What follows belongs to an exercise in optimizing a design on an open flow for small area; a production flow would make more cautious choices. Only simulation tests tie the RTL to the original design; equivalence was not proved. Power figures rest on the tool's default switching activity, not on a simulated workload.

==> design/flow/design.v <==
localparam  [ 2: 0] BEQ     = 3'b000,
                    BNE     = 3'b001,
                    BLT     = 3'b100,
                    BGE     = 3'b101,
                    BLTU    = 3'b110,
                    BGEU    = 3'b111;
localparam  [ 2: 0] ADD     = 3'b000,     
                    SLL     = 3'b001,
                    SLT     = 3'b010,
                    SLTU    = 3'b011,
                    XOR     = 3'b100,
                    SR      = 3'b101,     
                    OR      = 3'b110,
                    AND     = 3'b111;
`timescale 1ns/1ps
module execute
#(
	parameter [31:0] RESET = 32'h0000_0000
)
(
	input clk,
	input reset,
	input  [31:0] reg_rdata1,
	input  [31:0] reg_rdata2,
	input  [31:0] execute_imm,
	input  [31:0] pc,
	input  [31:0] fetch_pc,
	input     	immediate_sel,
	input     	mem_write,
	input     	jal,
	input     	jalr,
	input     	lui,
	input     	alu,
	input     	branch,
	input     	arithsubtype,
	input     	mem_to_reg,
	input     	stall_read,
	input  [4:0]  dest_reg_sel,
	input  [2:0]  alu_op,
	input  [1:0]  dmem_raddr,
	input     	wb_branch_i,
	input     	wb_branch_nxt_i,
	output [31:0] alu_operand1,
	output [31:0] alu_operand2,
	output [31:0] write_address,
	output    	branch_stall,
	output [31:0] next_pc,
	output    	branch_taken,
	output reg [31:0] wb_result,
	output reg    	wb_mem_write,
	output reg    	wb_alu_to_reg,
	output reg [4:0]  wb_dest_reg_sel,
	output reg    	wb_branch,
	output reg    	wb_branch_nxt,
	output reg    	wb_mem_to_reg,
	output reg [1:0]  wb_read_address,
	output reg [2:0]  mem_alu_operation
);
localparam  [ 2: 0] BEQ     = 3'b000,
                    BNE     = 3'b001,
                    BLT     = 3'b100,
                    BGE     = 3'b101,
                    BLTU    = 3'b110,
                    BGEU    = 3'b111;
localparam  [ 2: 0] ADD     = 3'b000,     
                    SLL     = 3'b001,
                    SLT     = 3'b010,
                    SLTU    = 3'b011,
                    XOR     = 3'b100,
                    SR      = 3'b101,     
                    OR      = 3'b110,
                    AND     = 3'b111;
genvar gi, gk;
wire [31:0] a   = reg_rdata1;
wire [31:0] imm = execute_imm;
wire        isel  = immediate_sel;
wire        nisel = ~immediate_sel;
wire [31:0] b;
generate for (gi = 0; gi < 32; gi = gi + 1) begin : g_op2
	g_a22o u (.a1(imm[gi]), .a2(isel), .b1(reg_rdata2[gi]), .b2(nisel), .y(b[gi]));
end endgenerate
assign alu_operand1 = a;
assign alu_operand2 = b;
assign branch_stall = wb_branch_i | wb_branch_nxt_i;
wire [31:0] addr_sum;
add32 u_addr (.x(a), .y(imm), .s(addr_sum));
assign write_address = addr_sum;
wire [31:0] target;
add32 u_target (.x(pc), .y(imm), .s(target));
wire [29:0] seq_hi;
inc30_fast u_seq (.x(fetch_pc[31:2]), .s(seq_hi));
wire [31:0] seq_pc = {seq_hi, fetch_pc[1:0]};
wire [29:0] link_hi;
inc30_slow u_link (.x(pc[31:2]), .s(link_hi));
wire [31:0] link_pc = {link_hi, pc[1:0]};
wire        sub = branch | (~alu_op[2] & (alu_op[1] | arithsubtype));
wire [31:0] y;
generate for (gi = 0; gi < 32; gi = gi + 1) begin : g_suby
	g_xor2 u (.a(b[gi]), .b(sub), .y(y[gi]));
end endgenerate
wire [31:0] alu_sum;
wire        alu_co;
wire        alu_ones;
add32c u_alu (.x(a), .y(y), .ci(sub), .s(alu_sum), .co(alu_co), .ones(alu_ones));
wire ltu = ~alu_co;
wire lt  = ~(a[31] ^ b[31]) ^ alu_co;
wire eq  = alu_ones;
wire cmp  = alu_op[2] ? (alu_op[1] ? ltu : lt) : eq;
wire cond = cmp ^ alu_op[0];
wire take = jal | (branch & cond);
assign branch_taken = (jal | jalr | (branch & cond)) & ~branch_stall;
wire sel_jr  = jalr;
wire sel_tgt = ~jalr & take;
wire sel_seq = ~jalr & ~take;
generate for (gi = 0; gi < 32; gi = gi + 1) begin : g_npc
	wire n;
	g_a222oi u (.a1(addr_sum[gi]), .a2(sel_jr), .b1(target[gi]), .b2(sel_tgt),
	            .c1(seq_pc[gi]), .c2(sel_seq), .y(n));
	g_inv ui (.a(n), .y(next_pc[gi]));
end endgenerate
wire        left  = ~alu_op[2];
wire        fill  = arithsubtype & a[31] & ~left;
wire [5:0]  sel   = {b[4:0], left};
wire [5:0]  nsel  = ~sel;
wire [31:0] st [1:6];
generate
	for (gi = 0; gi < 32; gi = gi + 1) begin : g_rev
		g_o22ai u (.a1(a[31 - gi]), .a2(nsel[0]), .b1(a[gi]), .b2(sel[0]), .y(st[1][gi]));
	end
	for (gk = 0; gk < 5; gk = gk + 1) begin : g_stage
		for (gi = 0; gi < 32; gi = gi + 1) begin : g_bit
			wire hi;
			if (gi + (1 << gk) < 32) begin : g_in
				assign hi = st[gk + 1][(gi + (1 << gk)) % 32];
			end else if (gk % 2 == 0) begin : g_fill_n
				assign hi = ~fill;
			end else begin : g_fill
				assign hi = fill;
			end
			g_o22ai u (.a1(hi), .a2(nsel[gk + 1]), .b1(st[gk + 1][gi]), .b2(sel[gk + 1]), .y(st[gk + 2][gi]));
		end
	end
endgenerate
wire [31:0] shr = st[6];
wire en      = ~stall_read;
wire is_op   = en & alu;
wire selA    = is_op & (alu_op == ADD);
wire selSR   = is_op & (alu_op == SR);
wire selSL   = is_op & (alu_op == SLL);
wire selSLT  = is_op & (alu_op == SLT);
wire selSLTU = is_op & (alu_op == SLTU);
wire selJ    = en & (jal | jalr);
wire selU    = en & lui;
wire hold    = stall_read;
wire opXOR   = is_op & (alu_op == XOR);
wire opOR    = is_op & (alu_op == OR);
wire opAND   = is_op & (alu_op == AND);
wire opST    = en & mem_write;
wire [3:0] t;
assign t[0] = 1'b0;
assign t[1] = opXOR | opOR;
assign t[2] = opXOR | opOR | opST;
assign t[3] = opOR | opAND | opST;
wire [3:0] nt = ~t;
wire [31:0] d_result;
generate for (gi = 0; gi < 32; gi = gi + 1) begin : g_res
	wire n1, n2, nl;
	g_a222oi u1 (.a1(alu_sum[gi]), .a2(selA), .b1(shr[gi]), .b2(selSR), .c1(shr[31 - gi]), .c2(selSL), .y(n1));
	g_a222oi u2 (.a1(link_pc[gi]), .a2(selJ), .b1(imm[gi]), .b2(selU), .c1(wb_result[gi]), .c2(hold), .y(n2));
	g_mux4   um (.a0(nt[0]), .a1(nt[1]), .a2(nt[2]), .a3(nt[3]), .s0(a[gi]), .s1(b[gi]), .y(nl));
	if (gi == 0) begin : g_slt
		wire n3 = ~((lt & selSLT) | (ltu & selSLTU));
		g_nand4 un (.a(n1), .b(n2), .c(nl), .d(n3), .y(d_result[gi]));
	end else begin : g_nslt
		g_nand3 un (.a(n1), .b(n2), .c(nl), .y(d_result[gi]));
	end
end endgenerate
wire [14:0] ctl_q = {wb_mem_write, wb_alu_to_reg, wb_dest_reg_sel, wb_branch, wb_branch_nxt,
                     wb_mem_to_reg, wb_read_address, mem_alu_operation};
wire [14:0] ctl_new = {mem_write & ~branch_stall, alu | lui | jal | jalr | mem_to_reg, dest_reg_sel,
                       branch_taken, wb_branch, mem_to_reg, dmem_raddr, alu_op};
wire [14:0] ctl_d;
generate for (gi = 0; gi < 15; gi = gi + 1) begin : g_ctl
	g_a22o u (.a1(ctl_q[gi]), .a2(hold), .b1(ctl_new[gi]), .b2(en), .y(ctl_d[gi]));
end endgenerate
always @(posedge clk or negedge reset) begin
	if (!reset) begin
		wb_result         <= 32'h0;
		wb_mem_write      <= 1'b0;
		wb_alu_to_reg     <= 1'b0;
		wb_dest_reg_sel   <= 5'h0;
		wb_branch         <= 1'b0;
		wb_branch_nxt     <= 1'b0;
		wb_mem_to_reg     <= 1'b0;
		wb_read_address   <= 2'h0;
		mem_alu_operation <= 3'h0;
	end
	else begin
		wb_result <= d_result;
		{wb_mem_write, wb_alu_to_reg, wb_dest_reg_sel, wb_branch, wb_branch_nxt,
		 wb_mem_to_reg, wb_read_address, mem_alu_operation} <= ctl_d;
	end
end
endmodule
module add32 (
	input  [31:0] x,
	input  [31:0] y,
	output [31:0] s
);
	wire [31:0] s0;
	wire [32:0] c;
	wire [3:0]  cb;
	wire [3:0]  ones;
	wire [32:0] t;
	genvar k, j;
	generate for (k = 0; k < 4; k = k + 1) begin : g_blk
		g_ha uh (.a(x[8*k]), .b(y[8*k]), .s(s0[8*k]), .co(c[8*k+1]));
		for (j = 1; j < 8; j = j + 1) begin : g_fa
			g_fa uf (.a(x[8*k+j]), .b(y[8*k+j]), .c(c[8*k+j]), .s(s0[8*k+j]), .co(c[8*k+j+1]));
		end
		if (k == 0) begin : g_first
			assign s[7:0] = s0[7:0];
			assign cb[1] = c[8];
		end else begin : g_inc
			assign t[8*k] = cb[k];
			for (j = 0; j < 7; j = j + 1) begin : g_i
				g_ha ui (.a(s0[8*k+j]), .b(t[8*k+j]), .s(s[8*k+j]), .co(t[8*k+j+1]));
			end
			g_xor2 ux (.a(s0[8*k+7]), .b(t[8*k+7]), .y(s[8*k+7]));
			if (k < 3) begin : g_carry
				wire n0, n1;
				g_nand4 ua (.a(s0[8*k]), .b(s0[8*k+1]), .c(s0[8*k+2]), .d(s0[8*k+3]), .y(n0));
				g_nand4 ub (.a(s0[8*k+4]), .b(s0[8*k+5]), .c(s0[8*k+6]), .d(s0[8*k+7]), .y(n1));
				g_nor2  uo (.a(n0), .b(n1), .y(ones[k]));
				g_a21o  uc (.a1(cb[k]), .a2(ones[k]), .b1(c[8*k+8]), .y(cb[k+1]));
			end
		end
	end endgenerate
endmodule
module add32c (
	input  [31:0] x,
	input  [31:0] y,
	input         ci,
	output [31:0] s,
	output        co,
	output        ones
);
	wire [31:0] s0;
	wire [32:0] c;
	wire [4:0]  cb;
	wire [3:0]  bo;
	wire [32:0] t;
	assign cb[0] = ci;
	genvar k, j;
	generate for (k = 0; k < 4; k = k + 1) begin : g_blk
		g_ha uh (.a(x[8*k]), .b(y[8*k]), .s(s0[8*k]), .co(c[8*k+1]));
		for (j = 1; j < 8; j = j + 1) begin : g_fa
			g_fa uf (.a(x[8*k+j]), .b(y[8*k+j]), .c(c[8*k+j]), .s(s0[8*k+j]), .co(c[8*k+j+1]));
		end
		assign t[8*k] = cb[k];
		for (j = 0; j < 7; j = j + 1) begin : g_i
			g_ha ui (.a(s0[8*k+j]), .b(t[8*k+j]), .s(s[8*k+j]), .co(t[8*k+j+1]));
		end
		g_xor2 ux (.a(s0[8*k+7]), .b(t[8*k+7]), .y(s[8*k+7]));
		wire n0, n1;
		g_nand4 ua (.a(s0[8*k]), .b(s0[8*k+1]), .c(s0[8*k+2]), .d(s0[8*k+3]), .y(n0));
		g_nand4 ub (.a(s0[8*k+4]), .b(s0[8*k+5]), .c(s0[8*k+6]), .d(s0[8*k+7]), .y(n1));
		g_nor2  uo (.a(n0), .b(n1), .y(bo[k]));
		g_a21o  uc (.a1(cb[k]), .a2(bo[k]), .b1(c[8*k+8]), .y(cb[k+1]));
	end endgenerate
	assign co   = cb[4];
	assign ones = &bo;
endmodule
module inc30_fast (
	input  [29:0] x,
	output [29:0] s
);
	wire [30:0] t;
	wire [2:0]  all8;
	genvar k, j;
	generate for (k = 0; k < 3; k = k + 1) begin : g_and8
		wire n0, n1;
		g_nand4 ua (.a(x[8*k]), .b(x[8*k+1]), .c(x[8*k+2]), .d(x[8*k+3]), .y(n0));
		g_nand4 ub (.a(x[8*k+4]), .b(x[8*k+5]), .c(x[8*k+6]), .d(x[8*k+7]), .y(n1));
		g_nor2  uo (.a(n0), .b(n1), .y(all8[k]));
	end endgenerate
	g_inv u0 (.a(x[0]), .y(s[0]));
	assign t[1]  = x[0];
	assign t[8]  = all8[0];
	assign t[16] = all8[0] & all8[1];
	assign t[24] = all8[0] & all8[1] & all8[2];
	generate for (j = 1; j < 30; j = j + 1) begin : g_bit
		if (j == 7 || j == 15 || j == 23 || j == 29) begin : g_last
			g_xor2 ux (.a(x[j]), .b(t[j]), .y(s[j]));
		end else begin : g_ha
			g_ha uh (.a(x[j]), .b(t[j]), .s(s[j]), .co(t[j+1]));
		end
	end endgenerate
endmodule
module inc30_slow (
	input  [29:0] x,
	output [29:0] s
);
	wire [30:0] t;
	g_inv u0 (.a(x[0]), .y(s[0]));
	assign t[1] = x[0];
	genvar j;
	generate for (j = 1; j < 30; j = j + 1) begin : g_bit
		if (j == 29) begin : g_last
			g_xor2 ux (.a(x[j]), .b(t[j]), .y(s[j]));
		end else begin : g_ha
			g_ha uh (.a(x[j]), .b(t[j]), .s(s[j]), .co(t[j+1]));
		end
	end endgenerate
endmodule
module g_inv (input a, output y);
	assign y = ~a;
endmodule
module g_nor2 (input a, input b, output y);
	assign y = ~(a | b);
endmodule
module g_nand3 (input a, input b, input c, output y);
	assign y = ~(a & b & c);
endmodule
module g_nand4 (input a, input b, input c, input d, output y);
	assign y = ~(a & b & c & d);
endmodule
module g_xor2 (input a, input b, output y);
	assign y = a ^ b;
endmodule
module g_a21o (input a1, input a2, input b1, output y);
	assign y = (a1 & a2) | b1;
endmodule
module g_a22o (input a1, input a2, input b1, input b2, output y);
	assign y = (a1 & a2) | (b1 & b2);
endmodule
module g_o22ai (input a1, input a2, input b1, input b2, output y);
	assign y = ~((a1 | a2) & (b1 | b2));
endmodule
module g_a222oi (input a1, input a2, input b1, input b2, input c1, input c2, output y);
	assign y = ~((a1 & a2) | (b1 & b2) | (c1 & c2));
endmodule
module g_mux4 (input a0, input a1, input a2, input a3, input s0, input s1, output y);
	assign y = s1 ? (s0 ? a3 : a2) : (s0 ? a1 : a0);
endmodule
module g_ha (input a, input b, output s, output co);
	assign s  = a ^ b;
	assign co = a & b;
endmodule
module g_fa (input a, input b, input c, output s, output co);
	assign s  = a ^ b ^ c;
	assign co = (a & b) | (a & c) | (b & c);
endmodule
==> design/flow/flow/run.sh <==
#!/bin/bash
# Standard ORFS layout, with the port buffers made from the smallest buffer
# cell (buf_1) instead of the one buffer_ports picks by default.
set -euo pipefail
export BUFFER_PORTS_ARGS="-buffer_cell sky130_fd_sc_hd__buf_1"
bash standard.sh > standard_flow.log 2>&1
==> design/flow/standard.sh <==
#!/bin/bash
# synth_recipe.tcl (not shown) runs the flow's synth.tcl, then flattens the netlist and writes it again
# the make line also repeats each setting of config.mk as NAME=value (left out here)
make -C /OpenROAD-flow-scripts/flow DESIGN_CONFIG=/design/flow/config.mk WORK_HOME=/design/flow/orfs CLKGATE_MAP_FILE= SYNTH_SCRIPT=/design/flow/synth_recipe.tcl "${@:-finish}"
==> design/flow/config.mk <==
export PLATFORM = sky130hd
export DESIGN_NAME = execute
export DESIGN_NICKNAME = execute
export VERILOG_FILES = /design/flow/design.v
export SDC_FILE = /design/flow/constraint.sdc
export NUM_CORES = 4
export LEC_CHECK = 0
export CAP_MARGIN = 20
export CORE_MARGIN = 2
export CORE_UTILIZATION = 40
export SLEW_MARGIN = 20
export SYNTH_HIERARCHICAL = 1
==> design/flow/constraint.sdc <==
create_clock -name core_clock -period 12.0 [get_ports {clk}]
set_input_delay 2.4000 -clock core_clock [delete_from_list [all_inputs] [get_ports {clk}]]
set_output_delay 2.4000 -clock core_clock [all_outputs]
set_load 0.01 [all_outputs]
==> results.yml, run 1 <==
sta:
  fin_worst_skew_ps: 4.95
  hold_viol_final: 0
  setup_ws_ps: 400
  max_freq_mhz: 86.2
  slew_viol_final: 0
  fin_tns_setup_ps: 0
  rsz0062_at_grt: "false"
  slew_headroom_pct: 29.7
  finalCritPeriodShare_pct: 96.7
  max_slew.worst_pin.slew_ps: 1050
  setup_viol: 0
  fin_crit_ps: 11600
setup_path:
  worst_setup_path_end_kind: "output pin"
  r2r_start: "wb_result[30]"
  cp.arrival_ps: 9200
  reg2regPathDepth: 2
  critPathKind: "input port to output pin"
  worstPathRequired_ps: 9600
  reg2reg_slack_ps: 11010
  critPathMaxFanout: 18
  startpoint_type: "input port"
  worstReg2RegEnd: "wb_result[30]"
power:
  power_leakage_uw: 0.00465
  power_density_nw_per_um2: 91.5
  irDropWorstVdd_v: 0.0000567
placement:
  gp_congestion: 0.981
  dp_hpwl_um: 30300
  io_buffers: 360
  place_ws_ps: 459
  place_inst: 1580
floorplanning:
  pin_count: 361
  die_w_um: 158
  initial_core_util_pct: 40.5
  dieArea_um2: 24900
  coreArea_um2: 23300
  die_h_um: 158
  row_count: 56
synthesis:
  yosys_warnings: 7
  synth_edf_count: 0
  ys_types: 34
  synth_seq_cells: 47
  ys.flop_type: "dfrtp_1"
  post_synth_instance_area_um2: 9440
  postSynthCellCount: 888
  async_flop_share_pct: 100
  synth_sequential_area_ratio_pct: 12.5
  synth.avg_cell_area_um2: 10.6
global_routing:
  track_usage_pct: 30.3
  grt_pass1_wl_um: 57100
  grt_max_degree: 51
  antenna_found_initial: 0
  grt_overflow: 0
  grt_pass1_vias: 9733
drt:
  first_pass_iters: 11
  dr_total_vias: 10156
  drc_errors: 0
  wire_per_inst_um: 24.4
  drtAntennaViolNets: 0
  via_per_inst: 6.40
  routed_wl_um: 38800
  drtIter0Drc: 1091
final_layout:
  layout-drive-gt1-share_pct: 7.01
  top_regs: "wb_result (32), wb_dest_reg_sel (5), mem_alu_operation (3)"
  finalNonFillerCells: 1588
  area_growth_pct: 20.7
  top_register: "wb_result"
  largest_reg_flops: 32
  fin_nets: 1671
  antenna_cells: 0
clock_tree:
  htreeDepth: 2
  numCtsBuffers: 5
  insertion_delay_ps: 310
  clockBufferDepth: 2
  cts_tree: "yes"
  numClockSinks: 47
  path_clk_slew_ps: 80
  post_cts_buffers: 0
  cts-root-buf: "clkbuf_16"
  cts-resized-gates: 0
  cts_hold_buf: 0
min_path:
  hold_class: "flip-flop to flip-flop"
  holdPathStages: 1
  min_from: "wb_read_address[1]"
  worst_hold_path.endpoint: "wb_read_address[1]"
job:
  drv_cap: 0
outcome:
  status: "finished clean"
==> how the worst max path moves through the flow <==
stage,from,endpoint,slack [ps],cells after the start
2_1_floorplan,alu_op[2],next_pc[0],180,23
3_3_place_gp,immediate_sel,next_pc[13],660,24
3_5_place_dp,immediate_sel,next_pc[7],460,24
4_1_cts,immediate_sel,next_pc[7],450,26
5_1_grt,immediate_sel,next_pc[7],70,26
6_report,immediate_sel,next_pc[7],400,26
==> kinds of logic after synthesis <==
kind of cell	synth area share (%)
compound gates	28.4
fa+ha+maj	35.7
buf+inv	5.72
simple gates	5.34
xor+xnor	4.62
flops	12.5
mux	7.74
other cells	0.0397
==> metal layers <==
metal / GRT usage (%) / routed length (um) / vias to the layer above
met5: 0 / 0 / -
met4: 8.87 / 998 / 0
met3: 3.15 / 2540 / 54
met2: 51.4 / 18900 / 515
met1: 41.0 / 16400 / 5059
li1: - / - / 4528
==> per-module statistics from Yosys, one instance, submodules excluded, a selection <==
module,flops+latches,times used,cells
inc30_fast,0,1,2
g_nand4,0,23,1
execute,47,1,129
g_a22o,0,47,1
g_mux4,0,32,1
g_nor2,0,11,1
g_o22ai,0,192,1
add32,0,2,8
g_xor2,0,47,1
g_a222oi,0,96,1
add32c,0,1,1
==> critical path, stage by stage <==
cell and delay (ps):
clkbuf_2 100, inv_1 570, a22o_1 270, xor2_1 80, ha_1 190, fa_1 390
fa_1 400, fa_1 420, fa_1 410, fa_1 420, fa_1 400, fa_1 540
nand4_1 100, nor2_1 140, a21o_1 160, a21o_1 160, a21o_1 170, a21o_1 170
inv_1 70, a31o_2 240, or3_4 390, and3_1 220, buf_4 220, a222oi_1 340
inv_1 70, buf_1 140
==> area by class of cell <==
type	instances	area, um^2
fill	2352	11900
multi-input combinational	777	7890
timing repair buffer	391	1590
sequential	47	1180
tap	319	399
inverter	46	173
clock buffer	5	125
clock inverter	3	46.3
==> where the power goes <==
group	switching [uW]	total [uW]	internal, uW	leakage [uW]
Sequential	12.1	191	179	0.000527
Combinational	415	680	265	0.00404
Clock	73.1	173	99.4	0.0000804
==> placed cells by master (no fill, tap or decap), types with 2 or more instances in the layout <==
cell and count:
nand2b_1 2, ha_1 135, or2_2 2, clkbuf_2 4, nand4_1 23, o22ai_1 192, buf_4 31, conb_1 32
nand3_1 34, nand2_1 2, a22o_1 47, inv_1 46, mux4_2 32, clkbuf_16 5, a21o_1 8, nor2b_1 2
nor2_2 3, and3_1 3, fa_1 84, xor2_1 47, dfrtp_1 47, buf_1 356, nor2_1 15, a222oi_1 96
==> cell usage after synthesis (2+ instances only) <==
cell type | n | area (um^2)
nor2_1 | 18 | 67.6
a31oi_1 | 2 | 12.5
dfrtp_1 | 47 | 1180
nand2_1 | 2 | 7.51
nand3_1 | 34 | 170
nor3_1 | 2 | 10.0
ha_1 | 135 | 1690
buf_4 | 49 | 368
nand4_1 | 23 | 144
nor2b_1 | 3 | 18.8
or2_2 | 2 | 12.5
xor2_1 | 47 | 412
nand2b_1 | 2 | 12.5
o22ai_1 | 192 | 1200
a21o_1 | 8 | 60.1
mux4_2 | 32 | 721
and3_1 | 3 | 18.8
a222oi_1 | 96 | 961
fa_1 | 84 | 1680
inv_1 | 46 | 173
a22o_1 | 47 | 412
o21ai_0 | 2 | 10.0
==> stage by stage <==
stage | power, uW | area (um^2) | hold slack (ps) | utilization, %
floorplan | 622 | 9570 | 546 | -
global placement | 865 | 11200 | 494 | 48.1
detailed placement | 866 | 11200 | 495 | 48.1
CTS | 1040 | 11400 | 520 | 48.9
global route | 1130 | 11400 | 536 | 48.9
finish | 1040 | 11400 | 518 | 48.9
==> run 2: changes to the inputs <==
--- a/design/flow/design.v
+++ b/design/flow/design.v
@@ -89,8 +89,12 @@
 add32 u_target (.x(pc), .y(imm), .s(target));
-wire [29:0] seq_hi;
-inc30_fast u_seq (.x(fetch_pc[31:2]), .s(seq_hi));
-wire [31:0] seq_pc = {seq_hi, fetch_pc[1:0]};
-wire [29:0] link_hi;
-inc30_slow u_link (.x(pc[31:2]), .s(link_hi));
-wire [31:0] link_pc = {link_hi, pc[1:0]};
+wire        jump  = jal | jalr;
+wire        njump = ~jump;
+wire [29:0] inc_in;
+generate for (gi = 0; gi < 30; gi = gi + 1) begin : g_incin
+	g_a22o u (.a1(pc[gi + 2]), .a2(jump), .b1(fetch_pc[gi + 2]), .b2(njump), .y(inc_in[gi]));
+end endgenerate
+wire [29:0] inc_out;
+inc30_fast u_seq (.x(inc_in), .s(inc_out));
+wire [31:0] seq_pc  = {inc_out, fetch_pc[1:0]};
+wire [31:0] link_pc = {inc_out, pc[1:0]};
 wire        sub = branch | (~alu_op[2] & (alu_op[1] | arithsubtype));
@@ -151,26 +155,20 @@
 wire selSLTU = is_op & (alu_op == SLTU);
-wire selJ    = en & (jal | jalr);
+wire selJ    = en & jump;
 wire selU    = en & lui;
 wire hold    = stall_read;
-wire opXOR   = is_op & (alu_op == XOR);
-wire opOR    = is_op & (alu_op == OR);
-wire opAND   = is_op & (alu_op == AND);
-wire opST    = en & mem_write;
-wire [3:0] t;
-assign t[0] = 1'b0;
-assign t[1] = opXOR | opOR;
-assign t[2] = opXOR | opOR | opST;
-assign t[3] = opOR | opAND | opST;
-wire [3:0] nt = ~t;
+wire tX      = is_op & ((alu_op == XOR) | (alu_op == OR));
+wire tG      = is_op & ((alu_op == AND) | (alu_op == OR));
+wire tB      = en & mem_write;
 wire [31:0] d_result;
 generate for (gi = 0; gi < 32; gi = gi + 1) begin : g_res
-	wire n1, n2, nl;
+	wire x, g, n1, n2, n3;
+	g_ha     uh (.a(a[gi]), .b(b[gi]), .s(x), .co(g));
 	g_a222oi u1 (.a1(alu_sum[gi]), .a2(selA), .b1(shr[gi]), .b2(selSR), .c1(shr[31 - gi]), .c2(selSL), .y(n1));
 	g_a222oi u2 (.a1(link_pc[gi]), .a2(selJ), .b1(imm[gi]), .b2(selU), .c1(wb_result[gi]), .c2(hold), .y(n2));
-	g_mux4   um (.a0(nt[0]), .a1(nt[1]), .a2(nt[2]), .a3(nt[3]), .s0(a[gi]), .s1(b[gi]), .y(nl));
+	g_a222oi u3 (.a1(x), .a2(tX), .b1(g), .b2(tG), .c1(b[gi]), .c2(tB), .y(n3));
 	if (gi == 0) begin : g_slt
-		wire n3 = ~((lt & selSLT) | (ltu & selSLTU));
-		g_nand4 un (.a(n1), .b(n2), .c(nl), .d(n3), .y(d_result[gi]));
+		wire n4 = ~((lt & selSLT) | (ltu & selSLTU));
+		g_nand4 un (.a(n1), .b(n2), .c(n3), .d(n4), .y(d_result[gi]));
 	end else begin : g_nslt
-		g_nand3 un (.a(n1), .b(n2), .c(nl), .y(d_result[gi]));
+		g_nand3 un (.a(n1), .b(n2), .c(n3), .y(d_result[gi]));
 	end
@@ -250,7 +248,17 @@
 	wire [4:0]  cb;
-	wire [3:0]  bo;
+	wire [3:1]  bo;
 	wire [32:0] t;
-	assign cb[0] = ci;
 	genvar k, j;
-	generate for (k = 0; k < 4; k = k + 1) begin : g_blk
+	assign c[0] = ci;
+	generate for (j = 0; j < 8; j = j + 1) begin : g_b0
+		g_fa uf (.a(x[j]), .b(y[j]), .c(c[j]), .s(s[j]), .co(c[j+1]));
+	end endgenerate
+	assign cb[1] = c[8];
+	wire z0, z1, z2, z3, nz;
+	g_nor2  uz0 (.a(s[0]), .b(s[1]), .y(z0));
+	g_nor2  uz1 (.a(s[2]), .b(s[3]), .y(z1));
+	g_nor2  uz2 (.a(s[4]), .b(s[5]), .y(z2));
+	g_nor2  uz3 (.a(s[6]), .b(s[7]), .y(z3));
+	g_nand4 uzn (.a(z0), .b(z1), .c(z2), .d(z3), .y(nz));
+	generate for (k = 1; k < 4; k = k + 1) begin : g_blk
 		g_ha uh (.a(x[8*k]), .b(y[8*k]), .s(s0[8*k]), .co(c[8*k+1]));
@@ -271,3 +279,3 @@
 	assign co   = cb[4];
-	assign ones = &bo;
+	assign ones = ~nz & c[8] & bo[1] & bo[2] & bo[3];
 endmodule
@@ -299,18 +307,2 @@
 endmodule
-module inc30_slow (
-	input  [29:0] x,
-	output [29:0] s
-);
-	wire [30:0] t;
-	g_inv u0 (.a(x[0]), .y(s[0]));
-	assign t[1] = x[0];
-	genvar j;
-	generate for (j = 1; j < 30; j = j + 1) begin : g_bit
-		if (j == 29) begin : g_last
-			g_xor2 ux (.a(x[j]), .b(t[j]), .y(s[j]));
-		end else begin : g_ha
-			g_ha uh (.a(x[j]), .b(t[j]), .s(s[j]), .co(t[j+1]));
-		end
-	end endgenerate
-endmodule
 module g_inv (input a, output y);
@@ -342,5 +334,2 @@
 endmodule
-module g_mux4 (input a0, input a1, input a2, input a3, input s0, input s1, output y);
-	assign y = s1 ? (s0 ? a3 : a2) : (s0 ? a1 : a0);
-endmodule
 module g_ha (input a, input b, output s, output co);
--- a/design/flow/config.mk
+++ b/design/flow/config.mk
@@ -10,2 +10,3 @@
 export CORE_UTILIZATION = 40
+export CTS_BUF_LIST = sky130_fd_sc_hd__clkbuf_8
 export SLEW_MARGIN = 20
==> run 2 against run 1 <==
Cell count down 2.6%. Largest cell class unchanged. Power down 2.2%. Critical path type unchanged. Global-route usage grew 3.7 points. Clock-buffer cell count increased by 2. Still clean on timing, DRC and antenna. Area after synthesis is 2.2% lower. Via count grew 5.0%. Highest routed layer unchanged.
==> results.yml, run 2 <==
final_layout:
  layout_commonest_cell: "buf_1"
  regArea_um2: 1180
  top_regs: "wb_result (32), wb_dest_reg_sel (5), mem_alu_operation (3)"
  finalNonFillerCells: 1547
  top_register: "wb_result"
  multi_input_comb_area_um2: 7590
  area_growth_pct: 19.2
  layout-drive-gt1-share_pct: 4.29
  fin_nets: 1659
  largest_reg_flops: 32
  n_fill_cell: 2261
  mostFrequentLayoutCells: "buf_1, o22ai_1, ha_1"
synthesis:
  yosys_warnings: 7
  synth_seq_cells: 47
  synth.area.top_cells: "fa_1, ha_1, a222oi_1, o22ai_1, dfrtp_1"
  synth_edf_count: 0
  synth_sequential_area_ratio_pct: 12.7
  ys.flop_type: "dfrtp_1"
  ys_top_cells_by_count: "o22ai_1, ha_1, a222oi_1, fa_1, a22o_1"
  async_flop_share_pct: 100
  synth_top_area_cell: "fa_1"
  ys_types: 30
  synth.avg_cell_area_um2: 10.1
  postSynthCellCount: 912
  synth_top_area_share_pct: 18.4
  yosysMostFrequentCell: "o22ai_1"
  post_synth_instance_area_um2: 9230
placement:
  dp_hpwl_um: 33700
  place_inst: 1537
  gp_congestion: 0.936
  io_buffers: 360
global_routing:
  grt_pass1_wl_um: 63000
  grt_max_degree: 52
  antenna_found_initial: 1
  grt_overflow: 0
  track_usage_pct: 34.0
  grt_pass1_vias: 10036
sta:
  finalCritPeriodShare_pct: 97.3
  max_freq_mhz: 85.7
  fin_crit_ps: 11670
  fin_worst_skew_ps: 0.278
  setup_viol: 0
  fin_tns_setup_ps: 0
  rsz0062_at_grt: "false"
  slew_viol_final: 0
  slew_headroom_pct: 35.3
  hold_viol_final: 0
  max_slew.worst_pin.slew_ps: 970
clock_tree:
  clockBufferDepth: 2
  numCtsBuffers: 5
  insertion_delay_ps: 330
  cts_tree: "yes"
  cts_hold_buf: 0
  cts-resized-gates: 0
  cts-root-buf: "clkbuf_8"
  htreeDepth: 2
  path_clk_slew_ps: 100
  post_cts_buffers: 0
  numClockSinks: 47
floorplanning:
  dieArea_um2: 24300
  coreArea_um2: 22600
  initial_core_util_pct: 40.8
  die_w_um: 156
  pin_count: 361
  row_count: 55
  die_h_um: 156
drt:
  via_per_inst: 6.89
  first_pass_iters: 15
  drtIter0Drc: 1713
  drtAntennaViolNets: 0
  routed_wl_um: 42800
  drc_errors: 0
  dr_total_vias: 10666
  wire_per_inst_um: 27.7
setup_path:
  critPathMaxFanout: 23
  worstPathRequired_ps: 9600
  critPathKind: "input port to output pin"
  startpoint_type: "input port"
  cp.arrival_ps: 9270
  worst_setup_path_end_kind: "output pin"
power:
  power_density_nw_per_um2: 92.7
  irDropWorstVdd_v: 0.0000442
  power_leakage_uw: 0.00444
outcome:
  status: "finished clean"
job:
  drv_cap: 0
min_path:
  hold_class: "flip-flop to flip-flop"
[run 2: cell types whose count changed in the layout (fill, tap and decap cells not counted), sizes merged, moves of 2 or more]
cell    before  now
diode        0    2
nor2        18   23
mux4        32    0
ha         135  131
a22o        47   77
conb        32    0
a222oi      96  128
xor2        47   45
buf        387  385
[run 2: Yosys stat by module (local to each module, per instance), a selection]
module	cells inside	cell area, um^2	times used	flops+latches
execute	126	1670	1	47
g_a21o	1	7.51	7	0
g_a222oi	1	10.0	128	0
g_a22o	1	8.76	77	0
g_inv	1	3.75	33	0
g_nand3	1	5.00	31	0
inc30_fast	2	12.5	1	0
[run 2: area by class of cell]
cell class	count	area share [%]
diodes	2	0.0455
clock buffers	7	0.875
clock inverters	1	0.0682
inverters	46	1.57
multi-input cells	771	69.0
flip-flops and latches	47	10.7
well taps	285	3.24
repair buffers	388	14.5
[run 2: per-stage QoR]
stage	area, um^2	hold WS (ps)	utilization, %	total power, uW	setup slack [ps]
2_1_floorplan	9240	546	-	629	274
3_3_place_gp	10900	493	48.0	888	639
3_5_place_dp	10900	496	48.1	888	399
4_1_cts	11000	520	48.6	1010	417
5_1_grt	11000	531	48.6	1100	18.9
6_report	11000	521	48.6	1020	325
[run 2: worst max-delay path, stage by stage]
cell and delay, ps:
buf_1 200, nor2_1 110, o21bai_4 480, xor2_1 150, ha_1 220, fa_1 390, fa_1 400, fa_1 390
fa_1 390, fa_1 390, fa_1 390, fa_1 530, nand4_1 110, nor2_1 240, a21o_1 170, a21o_1 160
a21o_1 220, nand2b_1 130, mux2i_1 90, or3_4 430, and3_1 370, buf_4 320, a222oi_1 370, inv_1 70
buf_1 130
[run 2: final timing paths]
kind	cells after the start	from	endpoint	slack (ps)
setup / recovery	25	alu_op[1]	next_pc[24]	330
hold / removal	1	wb_read_address[1]	wb_read_address[1]	520
setup reg to reg	2	wb_result[3]	wb_result[3]	10950
hold reg to reg	1	wb_read_address[1]	wb_read_address[1]	520
max in group asynchronous	2	reset	wb_result[14]	9340
min in group asynchronous	2	reset	mem_alu_operation[1]	2180
[run 2: kinds of logic (layout without fill, tap and decap cells)]
group / after synthesis / in the layout / share of synthesized area (%)
other cells: 0 / 2 / 0
buf+inv: 94 / 442 / 5.77
flops: 47 / 47 / 12.7
fa+ha+maj: 216 / 216 / 36.2
mux: 1 / 1 / 0.108
simple gates: 98 / 98 / 5.58
xor+xnor: 46 / 46 / 4.45
compound gates: 410 / 410 / 35.2
[run 2: power breakdown]
group          leakage (uW)  switching [uW]  internal, uW
registers          0.000545            13.7           181
clock network     0.0000505            66.6          52.7
logic               0.00384             442           265
[run 2: per-layer routing]
layer	GRT usage [%]	vias up	share of wire (%)
li1	-	4662	-
met1	49.1	5284	43
met2	53.4	657	45
met3	4.94	63	9.0
met4	8.82	0	2.7
met5	0	-	0
==> run 3: changes to the inputs <==
--- a/design/flow/config.mk
+++ b/design/flow/config.mk
@@ -10,3 +10,2 @@
 export CORE_UTILIZATION = 40
-export CTS_BUF_LIST = sky130_fd_sc_hd__clkbuf_8
 export SLEW_MARGIN = 20
==> run 3 against run 2 <==
Non-clock buffer count unchanged. Combinational power about the same. Cell count unchanged. Wire length increased by 0.23%. Worst setup slack improved by 34 ps. Global-route usage about the same. Synthesized cell count unchanged. Critical path depth unchanged. Critical path type unchanged.
==> results.yml, run 3 <==
drt:
  drtIter0Drc: 1717
  first_pass_iters: 14
  drtAntennaViolNets: 0
  via_per_inst: 6.97
  drc_errors: 0
  dr_total_vias: 10777
  routed_wl_um: 42900
  wire_per_inst_um: 27.7
clock_tree:
  cts_hold_buf: 0
  post_cts_buffers: 0
  htreeDepth: 2
  clockBufferDepth: 2
  numClockSinks: 47
  path_clk_slew_ps: 70
  insertion_delay_ps: 300
  cts-root-buf: "clkbuf_16"
  cts_tree: "yes"
  numCtsBuffers: 5
  cts-resized-gates: 0
synthesis:
  post_synth_instance_area_um2: 9230
  async_flop_share_pct: 100
  synth_top_area_share_pct: 18.4
  yosysMostFrequentCell: "o22ai_1"
  synth.area.top_cells: "fa_1, ha_1, a222oi_1, o22ai_1, dfrtp_1"
  yosys_warnings: 7
  ys_top_cells_by_count: "o22ai_1, ha_1, a222oi_1, fa_1, a22o_1"
  synth_seq_cells: 47
  synth_edf_count: 0
  ys.flop_type: "dfrtp_1"
  ys_types: 30
  postSynthCellCount: 912
  synth_sequential_area_ratio_pct: 12.7
  synth.avg_cell_area_um2: 10.1
  synth_top_area_cell: "fa_1"
final_layout:
  top_regs: "wb_result (32), wb_dest_reg_sel (5), mem_alu_operation (3)"
  fin_nets: 1659
  top_register: "wb_result"
  multi_input_comb_area_um2: 7590
  layout_commonest_cell: "buf_1"
  regArea_um2: 1180
  layout-drive-gt1-share_pct: 4.29
  area_growth_pct: 19.8
  mostFrequentLayoutCells: "buf_1, o22ai_1, ha_1"
  n_fill_cell: 2267
  largest_reg_flops: 32
global_routing:
  grt_max_degree: 52
  track_usage_pct: 33.9
  grt_pass1_wl_um: 63000
  grt_pass1_vias: 10027
  antenna_found_initial: 1
  grt_overflow: 0
floorplanning:
  dieArea_um2: 24300
  die_h_um: 156
  die_w_um: 156
  row_count: 55
  coreArea_um2: 22600
  pin_count: 361
  initial_core_util_pct: 40.8
sta:
  rsz0062_at_grt: "false"
  slew_headroom_pct: 36.3
  setup_ws_ps: 359
  hold_viol_final: 0
  max_slew.worst_pin.slew_ps: 955
  max_freq_mhz: 85.9
  fin_worst_skew_ps: 0.366
  fin_tns_setup_ps: 0
  setup_viol: 0
  finalCritPeriodShare_pct: 97.0
  finalHoldWorstSlack_ps: 515
  slew_viol_final: 0
  fin_crit_ps: 11640
placement:
  dp_hpwl_um: 33700
  place_ws_ps: 399
  gp_congestion: 0.936
  io_buffers: 360
setup_path:
  worst_setup_path_end_kind: "output pin"
  worstPathRequired_ps: 9600
  startpoint_type: "input port"
  critPathKind: "input port to output pin"
  cp.arrival_ps: 9240
  critPathMaxFanout: 23
outcome:
  status: "finished clean"
power:
  irDropWorstVdd_v: 0.0000510
  power_density_nw_per_um2: 95.8
  power_leakage_uw: 0.00446
min_path:
  hold_class: "flip-flop to flip-flop"
job:
  drv_cap: 0
## run 3: cell counts after synthesis
Identical to the previous run, type by type.
## run 3: layer usage
layer | part of all wire [%] | up-vias | GRT usage [%]
met3 | 9.5 | 56 | 4.61
li1 | - | 4673 | -
met4 | 2.3 | 0 | 7.65
met5 | 0 | - | 0
met1 | 42 | 5378 | 49.3
met2 | 46 | 670 | 53.8
## run 3: critical path, stage by stage
cell      delay (ps)
buf_1            190
nor2_1           110
o21bai_4         480
xor2_1           140
ha_1             230
fa_1             390
fa_1             400
fa_1             390
fa_1             390
fa_1             390
fa_1             390
fa_1             530
nand4_1          110
nor2_1           230
a21o_1           170
a21o_1           150
a21o_1           220
nand2b_1         130
mux2i_1           90
or3_4            420
and3_1           370
buf_4            320
a222oi_1         360
inv_1             70
buf_1            130
## run 3: layout make-up
| class | count | area share, % |
|---|---|---|
| repair buffers | 388 | 14.4 |
| clock inverters | 1 | 0.0679 |
| inverters | 46 | 1.56 |
| flip-flops and latches | 47 | 10.6 |
| multi-input cells | 771 | 68.6 |
| clock buffers | 7 | 1.38 |
| diodes | 2 | 0.0452 |
| well taps | 285 | 3.22 |
## run 3: stage by stage
step	utilization (%)	std cells	cell area (um^2)	total power, uW
final	48.9	1547	11100	1060
after global routing	48.8	1546	11100	1140
after CTS	48.8	1545	11100	1050
after detailed placement	48.1	1537	10900	888
after global placement	48.0	1536	10900	888
after floorplan	-	912	9240	629
## run 3: final timing paths
path                                         start  slack [ps]  cells past startpoint                   end
worst max-delay path                     alu_op[1]         360                     25           next_pc[24]
worst min-delay path            wb_dest_reg_sel[3]         510                      1    wb_dest_reg_sel[3]
worst max register to register        wb_result[3]       10960                      2          wb_result[3]
worst min register to register  wb_dest_reg_sel[3]         510                      1    wb_dest_reg_sel[3]
max in group asynchronous                    reset        9290                      2         wb_result[22]
min in group asynchronous                    reset        2210                      2  mem_alu_operation[1]
## run 3: power breakdown
part           switching (uW)  internal (uW)  leakage [uW]
logic                     442            265       0.00384
registers                14.0            181      0.000545
clock network            68.4           88.9     0.0000762
total                     524            535       0.00446
## run 3: Yosys stat by module, one instance, submodules excluded, a selection
module / cells / cell area [um^2] / flops+latches / copies in the design
execute: 126 / 1670 / 47 / 1
add32: 8 / 60.1 / 0 / 2
g_fa: 1 / 20.0 / 0 / 85
inc30_fast: 2 / 12.5 / 0 / 1
g_a222oi: 1 / 10.0 / 0 / 128
g_xor2: 1 / 8.76 / 0 / 45
g_a22o: 1 / 8.76 / 0 / 77
g_a21o: 1 / 7.51 / 0 / 7
g_nand3: 1 / 5.00 / 0 / 31
## run 3: cell families after synthesis
group	after synthesis	synth area share, %
AO/OA/AOI/OAI	410	35.2
XOR/XNOR	46	4.45
adder cells (fa/ha/maj)	216	36.2
buffers and inverters	94	5.77
flip-flops	47	12.7
multiplexers	1	0.108
AND/OR/NAND/NOR	98	5.58
==> run 4: changes to the inputs <==
--- a/design/flow/design.v
+++ b/design/flow/design.v
@@ -85,6 +85,6 @@
 wire [31:0] addr_sum;
-add32 u_addr (.x(a), .y(imm), .s(addr_sum));
+add32 #(.B1(10), .B2(18), .B3(26)) u_addr (.x(a), .y(imm), .s(addr_sum));
 assign write_address = addr_sum;
 wire [31:0] target;
-add32 u_target (.x(pc), .y(imm), .s(target));
+add32 #(.B1(10), .B2(18), .B3(26)) u_target (.x(pc), .y(imm), .s(target));
 wire        jump  = jal | jalr;
@@ -202,3 +202,3 @@
 endmodule
-module add32 (
+module add32 #(parameter B1 = 8, parameter B2 = 16, parameter B3 = 24) (
 	input  [31:0] x,
@@ -207,2 +207,3 @@
 );
+	localparam [4*8-1:0] LO = {8'd32, B3[7:0], B2[7:0], B1[7:0]};
 	wire [31:0] s0;
@@ -210,26 +211,27 @@
 	wire [3:0]  cb;
-	wire [3:0]  ones;
 	wire [32:0] t;
+	g_ha uh0 (.a(x[0]), .b(y[0]), .s(s[0]), .co(c[1]));
 	genvar k, j;
-	generate for (k = 0; k < 4; k = k + 1) begin : g_blk
-		g_ha uh (.a(x[8*k]), .b(y[8*k]), .s(s0[8*k]), .co(c[8*k+1]));
-		for (j = 1; j < 8; j = j + 1) begin : g_fa
-			g_fa uf (.a(x[8*k+j]), .b(y[8*k+j]), .c(c[8*k+j]), .s(s0[8*k+j]), .co(c[8*k+j+1]));
+	generate for (j = 1; j < B1; j = j + 1) begin : g_b0
+		g_fa uf (.a(x[j]), .b(y[j]), .c(c[j]), .s(s[j]), .co(c[j+1]));
+	end endgenerate
+	assign cb[1] = c[B1];
+	generate for (k = 1; k < 4; k = k + 1) begin : g_blk
+		localparam integer L = (k == 1) ? B1 : (k == 2) ? B2 : B3;
+		localparam integer H = (k == 1) ? B2 : (k == 2) ? B3 : 32;
+		g_ha uh (.a(x[L]), .b(y[L]), .s(s0[L]), .co(c[L+1]));
+		for (j = L + 1; j < H; j = j + 1) begin : g_fa
+			g_fa uf (.a(x[j]), .b(y[j]), .c(c[j]), .s(s0[j]), .co(c[j+1]));
 		end
-		if (k == 0) begin : g_first
-			assign s[7:0] = s0[7:0];
-			assign cb[1] = c[8];
-		end else begin : g_inc
-			assign t[8*k] = cb[k];
-			for (j = 0; j < 7; j = j + 1) begin : g_i
-				g_ha ui (.a(s0[8*k+j]), .b(t[8*k+j]), .s(s[8*k+j]), .co(t[8*k+j+1]));
-			end
-			g_xor2 ux (.a(s0[8*k+7]), .b(t[8*k+7]), .y(s[8*k+7]));
-			if (k < 3) begin : g_carry
-				wire n0, n1;
-				g_nand4 ua (.a(s0[8*k]), .b(s0[8*k+1]), .c(s0[8*k+2]), .d(s0[8*k+3]), .y(n0));
-				g_nand4 ub (.a(s0[8*k+4]), .b(s0[8*k+5]), .c(s0[8*k+6]), .d(s0[8*k+7]), .y(n1));
-				g_nor2  uo (.a(n0), .b(n1), .y(ones[k]));
-				g_a21o  uc (.a1(cb[k]), .a2(ones[k]), .b1(c[8*k+8]), .y(cb[k+1]));
-			end
+		assign t[L] = cb[k];
+		for (j = L; j < H - 1; j = j + 1) begin : g_i
+			g_ha ui (.a(s0[j]), .b(t[j]), .s(s[j]), .co(t[j+1]));
+		end
+		g_xor2 ux (.a(s0[H-1]), .b(t[H-1]), .y(s[H-1]));
+		if (k < 3) begin : g_carry
+			wire n0, n1, ones;
+			g_nand4 ua (.a(s0[L]), .b(s0[L+1]), .c(s0[L+2]), .d(s0[L+3]), .y(n0));
+			g_nand4 ub (.a(s0[L+4]), .b(s0[L+5]), .c(s0[L+6]), .d(s0[L+7]), .y(n1));
+			g_nor2  uo (.a(n0), .b(n1), .y(ones));
+			g_a21o  uc (.a1(cb[k]), .a2(ones), .b1(c[H]), .y(cb[k+1]));
 		end
@@ -286,17 +288,7 @@
 	wire [30:0] t;
-	wire [2:0]  all8;
-	genvar k, j;
-	generate for (k = 0; k < 3; k = k + 1) begin : g_and8
-		wire n0, n1;
-		g_nand4 ua (.a(x[8*k]), .b(x[8*k+1]), .c(x[8*k+2]), .d(x[8*k+3]), .y(n0));
-		g_nand4 ub (.a(x[8*k+4]), .b(x[8*k+5]), .c(x[8*k+6]), .d(x[8*k+7]), .y(n1));
-		g_nor2  uo (.a(n0), .b(n1), .y(all8[k]));
-	end endgenerate
 	g_inv u0 (.a(x[0]), .y(s[0]));
-	assign t[1]  = x[0];
-	assign t[8]  = all8[0];
-	assign t[16] = all8[0] & all8[1];
-	assign t[24] = all8[0] & all8[1] & all8[2];
+	assign t[1] = x[0];
+	genvar j;
 	generate for (j = 1; j < 30; j = j + 1) begin : g_bit
-		if (j == 7 || j == 15 || j == 23 || j == 29) begin : g_last
+		if (j == 29) begin : g_last
 			g_xor2 ux (.a(x[j]), .b(t[j]), .y(s[j]));
--- a/design/flow/config.mk
+++ b/design/flow/config.mk
@@ -10,2 +10,5 @@
 export CORE_UTILIZATION = 40
+export CTS_BUF_LIST = sky130_fd_sc_hd__clkbuf_8
+export CTS_CLUSTER_DIAMETER = 100
+export CTS_CLUSTER_SIZE = 30
 export SLEW_MARGIN = 20
==> run 4 against run 3 <==
Still clean. Sequential power hardly changed. Utilization is 0.80 points higher. Via count is 1.2% lower. Register-to-register slack better by 20 ps. Cell count is 1.2% lower. Global-route usage is 0.22 points higher. Clock skew is 1.9 ps higher. Wire length is 2.3% lower. Worst setup slack worse by 70 ps. Largest cell class unchanged. Largest power group unchanged.
==> results.yml, run 4 <==
sta:
  max_freq_mhz: 85.4
  setup_viol: 0
  max_slew.worst_pin.slew_ps: 1010
  slew_headroom_pct: 32.8
  rsz0062_at_grt: "false"
  hold_viol_final: 0
  setup_ws_ps: 289
  finalHoldWorstSlack_ps: 525
  finalCritPeriodShare_pct: 97.6
  fin_tns_setup_ps: 0
  fin_crit_ps: 11710
  fin_worst_skew_ps: 2.26
  slew_viol_final: 0
synthesis:
  synth_compound_area_share_pct: 36.0
  postSynthCellCount: 881
  synth_edf_count: 0
  ys_types: 29
  yosysMostFrequentCell: "o22ai_1"
  post_synth_instance_area_um2: 9010
  yosys_warnings: 7
  ys.flop_type: "dfrtp_1"
  synth_top_area_share_pct: 18.9
  ys_top_cells_by_count: "o22ai_1, ha_1, a222oi_1, fa_1, a22o_1"
  yosys.area_share.simple_pct: 5.04
  synthMuxAreaShare_pct: 0.111
  synth_top_area_cell: "fa_1"
  synth.area.top_cells: "fa_1, ha_1, a222oi_1, o22ai_1, dfrtp_1"
  synth_sequential_area_ratio_pct: 13.1
  yosys.area_share.adder_pct: 36.9
  synth_top_family_by_area: "adder cells"
  async_flop_share_pct: 100
  synth-xor-area-share_pct: 4.26
  synth.avg_cell_area_um2: 10.2
  synth_seq_cells: 47
floorplanning:
  die_w_um: 154
  dieArea_um2: 23700
  coreArea_um2: 22000
  initial_core_util_pct: 41.0
  row_count: 54
  pin_count: 361
  die_h_um: 154
power:
  p_seq_share_pct: 19.0
  p_comb_share_pct: 67.9
  p_clk_share_pct: 13.1
  irDropWorstVdd_v: 0.0000539
  p_int_uw: 507
  power_density_nw_per_um2: 94.6
  switchingPower_uw: 524
  swShare_pct: 50.8
  power_leakage_uw: 0.00441
drt:
  first_pass_iters: 14
  wire_per_inst_um: 27.4
  dr_total_vias: 10648
  drtAntennaViolNets: 0
  routed_wl_um: 41900
  drtIter0Drc: 1763
  drc_errors: 0
  via_per_inst: 6.96
clock_tree:
  insertion_delay_ps: 340
  numClockSinks: 47
  cts_tree: "yes"
  numCtsBuffers: 5
  clockBufferDepth: 2
  cts-root-buf: "clkbuf_8"
  path_clk_slew_ps: 110
  cts_hold_buf: 0
  htreeDepth: 2
min_path:
  hold_class: "flip-flop to flip-flop"
  holdPathStages: 1
  min_from: "wb_dest_reg_sel[4]"
  worst_hold_path.endpoint: "wb_dest_reg_sel[4]"
placement:
  dp_hpwl_um: 33000
  gp_congestion: 0.997
  place_ws_ps: 316
  io_buffers: 360
final_layout:
  top_regs: "wb_result (32), wb_dest_reg_sel (5), mem_alu_operation (3)"
  layout_commonest_cell: "buf_1"
  mostFrequentLayoutCells: "buf_1, o22ai_1, ha_1"
  top_register: "wb_result"
  area_growth_pct: 21.0
  multi_input_comb_area_um2: 7490
  regArea_um2: 1180
  layout-drive-gt1-share_pct: 4.65
  fin_nets: 1645
  largest_reg_flops: 32
  n_fill_cell: 2192
setup_path:
  critPathKind: "input port to output pin"
  reg2reg_slack_ps: 10980
  reg2regPathDepth: 2
  worstPathRequired_ps: 9600
  startpoint_type: "input port"
  worst_setup_path_end_kind: "output pin"
  critPathMaxFanout: 6
  cp.arrival_ps: 9310
  crit_slowest_cell: "a222oi_1"
  r2r_start: "wb_result[23]"
  critPathMaxStageDelay_ps: 320
  cpMostUsedCell: "ha_1"
  worstReg2RegEnd: "wb_result[23]"
global_routing:
  grt_max_degree: 52
  grt_overflow: 0
  grt_pass1_vias: 10143
  grt_pass1_wl_um: 62900
  track_usage_pct: 34.2
  antenna_found_initial: 2
job:
  drv_cap: 0
outcome:
  status: "finished clean"
[run 4: routing by layer]
| layer | vias to the layer above | GRT usage, % | routed length, um |
|---|---|---|---|
| li1 | 4609 | - | - |
| met1 | 5284 | 48.8 | 17800 |
| met2 | 706 | 54.5 | 19200 |
| met3 | 47 | 5.78 | 4160 |
| met4 | 2 | 7.30 | 762 |
| met5 | - | 0 | 12 |
[run 4: worst max path at each step]
stage	start	to	slack, ps	depth (start not counted)
floorplan	immediate_sel	next_pc[0]	270	20
global placement	jalr	next_pc[31]	350	35
detailed placement	jalr	next_pc[31]	320	35
CTS	jalr	next_pc[31]	280	35
global route	jalr	next_pc[31]	20	36
finish	jalr	next_pc[31]	290	36
[run 4: layout make-up]
type	instances	area share (%)
antenna	2	0.0459
clock buffer	5	0.631
clock inverter	3	0.425
inverter	46	1.58
multi-input combinational	756	68.7
sequential	47	10.8
tap	280	3.21
timing repair buffer	390	14.6
[run 4: logic make-up after synthesis]
logic type / count (synthesis)
AOI/OAI and AO/OA: 410
xor gates and xnor gates: 43
adders and majority gates: 215
buffers and inverters: 78
DFF: 47
muxes: 1
and+or+nand+nor: 87
[run 4: worst max-delay path, delay by kind of cell]
kind / cells / cell delay [ps]
buffers and inverters: 4 / 470
XOR/XNOR: 1 / 190
AND/OR/NAND/NOR: 1 / 180
adder cells (fa/ha/maj): 28 / 5490
AO/OA/AOI/OAI: 2 / 550
[run 4: metrics by stage]
stage / std cells / power, uW / cell area, um^2 / util [%]
floorplan: 881 / 615 / 9020 / -
global placement: 1519 / 880 / 10800 / 49.1
detailed placement: 1519 / 879 / 10800 / 49.1
CTS: 1527 / 1020 / 10900 / 49.6
global route: 1528 / 1100 / 10900 / 49.6
finish: 1529 / 1030 / 10900 / 49.7
[run 4: timing repair]
item / CTS / global route
setup endpoints to repair: 0 / 1
buffers inserted: 0 / 0
resized for setup: 0 / 1
[run 4: power by group through the flow]
stage / clock (uW) / sequential, uW / combinational, uW
floorplan: 0 / 206 / 408
global placement: 0 / 198 / 682
detailed placement: 0 / 199 / 680
CTS: 137 / 195 / 686
global route: 142 / 198 / 761
finish: 135 / 196 / 700
[run 4: modules after synthesis (local to each module, per instance), excerpt]
module | flops+latches | area [um^2] | times used | cells
g_fa | 0 | 20.0 | 85 | 1
g_xor2 | 0 | 8.76 | 42 | 1
g_inv | 0 | 3.75 | 33 | 1
g_a222oi | 0 | 10.0 | 128 | 1
g_nor2 | 0 | 3.75 | 11 | 1
g_nand3 | 0 | 5.00 | 31 | 1
g_nand4 | 0 | 6.26 | 16 | 1
g_a21o | 0 | 7.51 | 7 | 1
g_a22o | 0 | 8.76 | 77 | 1
==> run 5: changes to the inputs <==
--- a/design/flow/config.mk
+++ b/design/flow/config.mk
@@ -11,4 +11,2 @@
 export CTS_BUF_LIST = sky130_fd_sc_hd__clkbuf_8
-export CTS_CLUSTER_DIAMETER = 100
-export CTS_CLUSTER_SIZE = 30
 export SLEW_MARGIN = 20
==> run 5 against run 4 <==
Sequential power barely moved. Critical path depth unchanged. Flip-flop and latch count unchanged. Register-to-register slack is essentially flat. Clock power about the same. Cell count unchanged. Power unchanged. Wire length stayed put. Clock skew stayed put. Worst setup slack is the same. Non-clock buffer count is the same. Critical path type unchanged.
==> results.yml, run 5 <==
setup_path:
  startpoint_type: "input port"
  reg2regPathDepth: 2
  critPathMaxStageDelay_ps: 320
  critPathKind: "input port to output pin"
  crit_slowest_cell: "a222oi_1"
  critPathMaxFanout: 6
  worst_setup_path_end_kind: "output pin"
  worstPathRequired_ps: 9600
  reg2reg_slack_ps: 10980
  r2r_start: "wb_result[23]"
  worstReg2RegEnd: "wb_result[23]"
  cpMostUsedCell: "ha_1"
  cp.arrival_ps: 9310
floorplanning:
  pin_count: 361
  coreArea_um2: 22000
  row_count: 54
  dieArea_um2: 23700
  die_w_um: 154
  initial_core_util_pct: 41.0
  die_h_um: 154
clock_tree:
  insertion_delay_ps: 340
  htreeDepth: 2
  clockBufferDepth: 2
  numCtsBuffers: 5
  numClockSinks: 47
  cts-root-buf: "clkbuf_8"
  path_clk_slew_ps: 110
  post_cts_buffers: 0
  cts_tree: "yes"
drt:
  top_layer_used: "met5"
  drc_errors: 0
  dr_wl_met2_um: 19200
  routed_wl_um: 41900
  dr_total_vias: 10648
  dr_wl_met3_um: 4160
  wirelength_met1_um: 17800
  drtAntennaViolNets: 0
  via_per_inst: 6.96
  first_pass_iters: 14
  wire_per_inst_um: 27.4
  drtIter0Drc: 1763
min_path:
  holdPathStages: 1
  min_from: "wb_dest_reg_sel[4]"
  hold_class: "flip-flop to flip-flop"
  worst_hold_path.endpoint: "wb_dest_reg_sel[4]"
synthesis:
  ys.flop_type: "dfrtp_1"
  yosys.area_share.simple_pct: 5.04
  synth.area.top_cells: "fa_1, ha_1, a222oi_1, o22ai_1, dfrtp_1"
  synth_edf_count: 0
  synth_top_area_cell: "fa_1"
  yosys_warnings: 7
  yosysMostFrequentCell: "o22ai_1"
  synth_compound_area_share_pct: 36.0
  synth_top_area_share_pct: 18.9
  postSynthCellCount: 881
  ys_types: 29
  synth_sequential_area_ratio_pct: 13.1
  synth_top_family_by_area: "adder cells"
  yosys.area_share.adder_pct: 36.9
  post_synth_instance_area_um2: 9010
  synth_seq_cells: 47
  synth.avg_cell_area_um2: 10.2
  ys_top_cells_by_count: "o22ai_1, ha_1, a222oi_1, fa_1, a22o_1"
  synthMuxAreaShare_pct: 0.111
  synth-xor-area-share_pct: 4.26
  async_flop_share_pct: 100
sta:
  fin_crit_ps: 11710
  slew_headroom_pct: 32.8
  rsz0062_at_grt: "false"
  fin_worst_skew_ps: 2.26
  max_slew.worst_pin.slew_ps: 1010
  hold_viol_final: 0
  slew_viol_final: 0
  fin_tns_setup_ps: 0
  setup_viol: 0
  max_freq_mhz: 85.4
  finalCritPeriodShare_pct: 97.6
power:
  power_uw: 1030
  irDropWorstVdd_v: 0.0000539
  power_leakage_uw: 0.00441
  power_density_nw_per_um2: 94.6
placement:
  place_inst: 1519
  dp_hpwl_um: 33000
  io_buffers: 360
  gp_congestion: 0.997
job:
  drv_cap: 0
final_layout:
  top_regs: "wb_result (32), wb_dest_reg_sel (5), mem_alu_operation (3)"
  area_growth_pct: 21.0
  layout-drive-gt1-share_pct: 4.65
  largest_reg_flops: 32
  mostFrequentLayoutCells: "buf_1, o22ai_1, ha_1"
  finalNonFillerCells: 1529
  fin_nets: 1645
  layout_commonest_cell: "buf_1"
  n_fill_cell: 2192
  top_register: "wb_result"
outcome:
  status: "finished clean"
global_routing:
  grt_overflow: 0
  grt_pass1_wl_um: 62900
  grt_max_degree: 52
  antenna_found_initial: 2
  track_usage_pct: 34.2
  grt_pass1_vias: 10143
==> run 5: logic make-up (layout without fill, tap and decap cells) <==
family                     Yosys count  in the layout
and+or+nand+nor                     87             87
adders and majority gates          215            215
muxes                                1              1
AOI/OAI and AO/OA                  410            410
DFF                                 47             47
buffers and inverters               78            444
other                                0              2
xor gates and xnor gates            43             43
==> run 5: layout make-up <==
type                            instances  area [um^2]  area share, %
Inverter                               46          173           1.58
Tap cell                              280          350           3.21
Timing Repair Buffer                  390         1600           14.6
Multi-Input combinational cell        756         7490           68.7
Clock buffer                            5         68.8          0.631
Clock inverter                          3         46.3          0.425
Sequential cell                        47         1180           10.8
Antenna cell                            2         5.00         0.0459
==> run 5: worst max path at each step <==
| stage | start | to | cells after the start |
|---|---|---|---|
| after floorplan | immediate_sel | next_pc[0] | 20 |
| after CTS | jalr | next_pc[31] | 35 |
| after global placement | jalr | next_pc[31] | 35 |
| final | jalr | next_pc[31] | 36 |
| after global routing | jalr | next_pc[31] | 36 |
| after detailed placement | jalr | next_pc[31] | 35 |
==> run 5: modules after synthesis, one instance, submodules excluded, excerpt <==
module / flip-flops and latches / times used / cell area, um^2
execute: 47 / 1 / 1670
g_fa: 0 / 85 / 20.0
add32c: 0 / 1 / 15.0
g_ha: 0 / 130 / 12.5
g_a222oi: 0 / 128 / 10.0
g_a22o: 0 / 77 / 8.76
g_xor2: 0 / 42 / 8.76
g_a21o: 0 / 7 / 7.51
g_nand4: 0 / 16 / 6.26
g_o22ai: 0 / 192 / 6.26
g_nand3: 0 / 31 / 5.00
g_inv: 0 / 33 / 3.75
g_nor2: 0 / 11 / 3.75
==> run 5: critical path: cells and delay by family <==
kind                     cells  cell delay [ps]
AO/OA/AOI/OAI                2              550
XOR/XNOR                     1              190
adder cells (fa/ha/maj)     28             5490
buffers and inverters        4              470
AND/OR/NAND/NOR              1              180
==> run 5: per-layer routing <==
| layer | track usage [%] | up-vias |
|---|---|---|
| met3 | 5.78 | 47 |
| met2 | 54.5 | 706 |
| met1 | 48.8 | 5284 |
| li1 | - | 4609 |
| met5 | 0 | - |
| met4 | 7.30 | 2 |
==> run 5: what timing repair did <==
item / CTS / global route
resized for setup: 0 / 1
setup endpoints to repair: 0 / 1
hold buffers: 0 / 0
==> run 5: power breakdown <==
| group | internal, uW | leakage [uW] | switching [uW] |
|---|---|---|---|
| Clock | 63.1 | 0.0000548 | 72.0 |
| Sequential | 181 | 0.000545 | 15.0 |
| Combinational | 263 | 0.00381 | 437 |
| Total | 507 | 0.00441 | 524 |
==> run 5: through the flow <==
step / worst slack [ps] / cell area [um^2] / hold slack (ps) / util, %
after CTS: 280 / 10900 / 523 / 49.6
after global routing: 23.5 / 10900 / 536 / 49.6
after detailed placement: 316 / 10800 / 495 / 49.1
after global placement: 350 / 10800 / 492 / 49.1
after floorplan: 274 / 9020 / 546 / -
final: 289 / 10900 / 525 / 49.7

## static timing again, ports no longer ideal
No port has a modelled driver above. Below, the same layouts with a new extraction and two added sets of constraints. Step 1 assumes that a clkbuf_16 drives the clock port and a buf_2 every other input. Step 2 also shifts input and output timing later by t, the mid clock arrival at the registers, as if the neighbouring blocks saw the same clock. Slacks: ideal / step 1 / step 2; pairs: ideal / step 1.
| run | shift t [ns] | setup WS [ns] | clock arrival spread, ns | worst data-port slew with drivers (ns) |
|---|---|---|---|---|
| run 1 | 0.349 | 0.400 / 0.380 / 0.380 | 0.010 / 0.010 | 0.05 |
| run 2 | 0.364 | 0.325 / 0.296 / 0.296 | 0.012 / 0.012 | 0.07 |
| run 3 | 0.338 | 0.359 / 0.330 / 0.330 | 0.008 / 0.008 | 0.07 |
| run 4 | 0.367 | 0.289 / 0.266 / 0.266 | 0.011 / 0.011 | 0.08 |
| run 5 | 0.367 | 0.289 / 0.266 / 0.266 | 0.011 / 0.011 | 0.08 |
After both steps setup and hold are still met in every run listed.
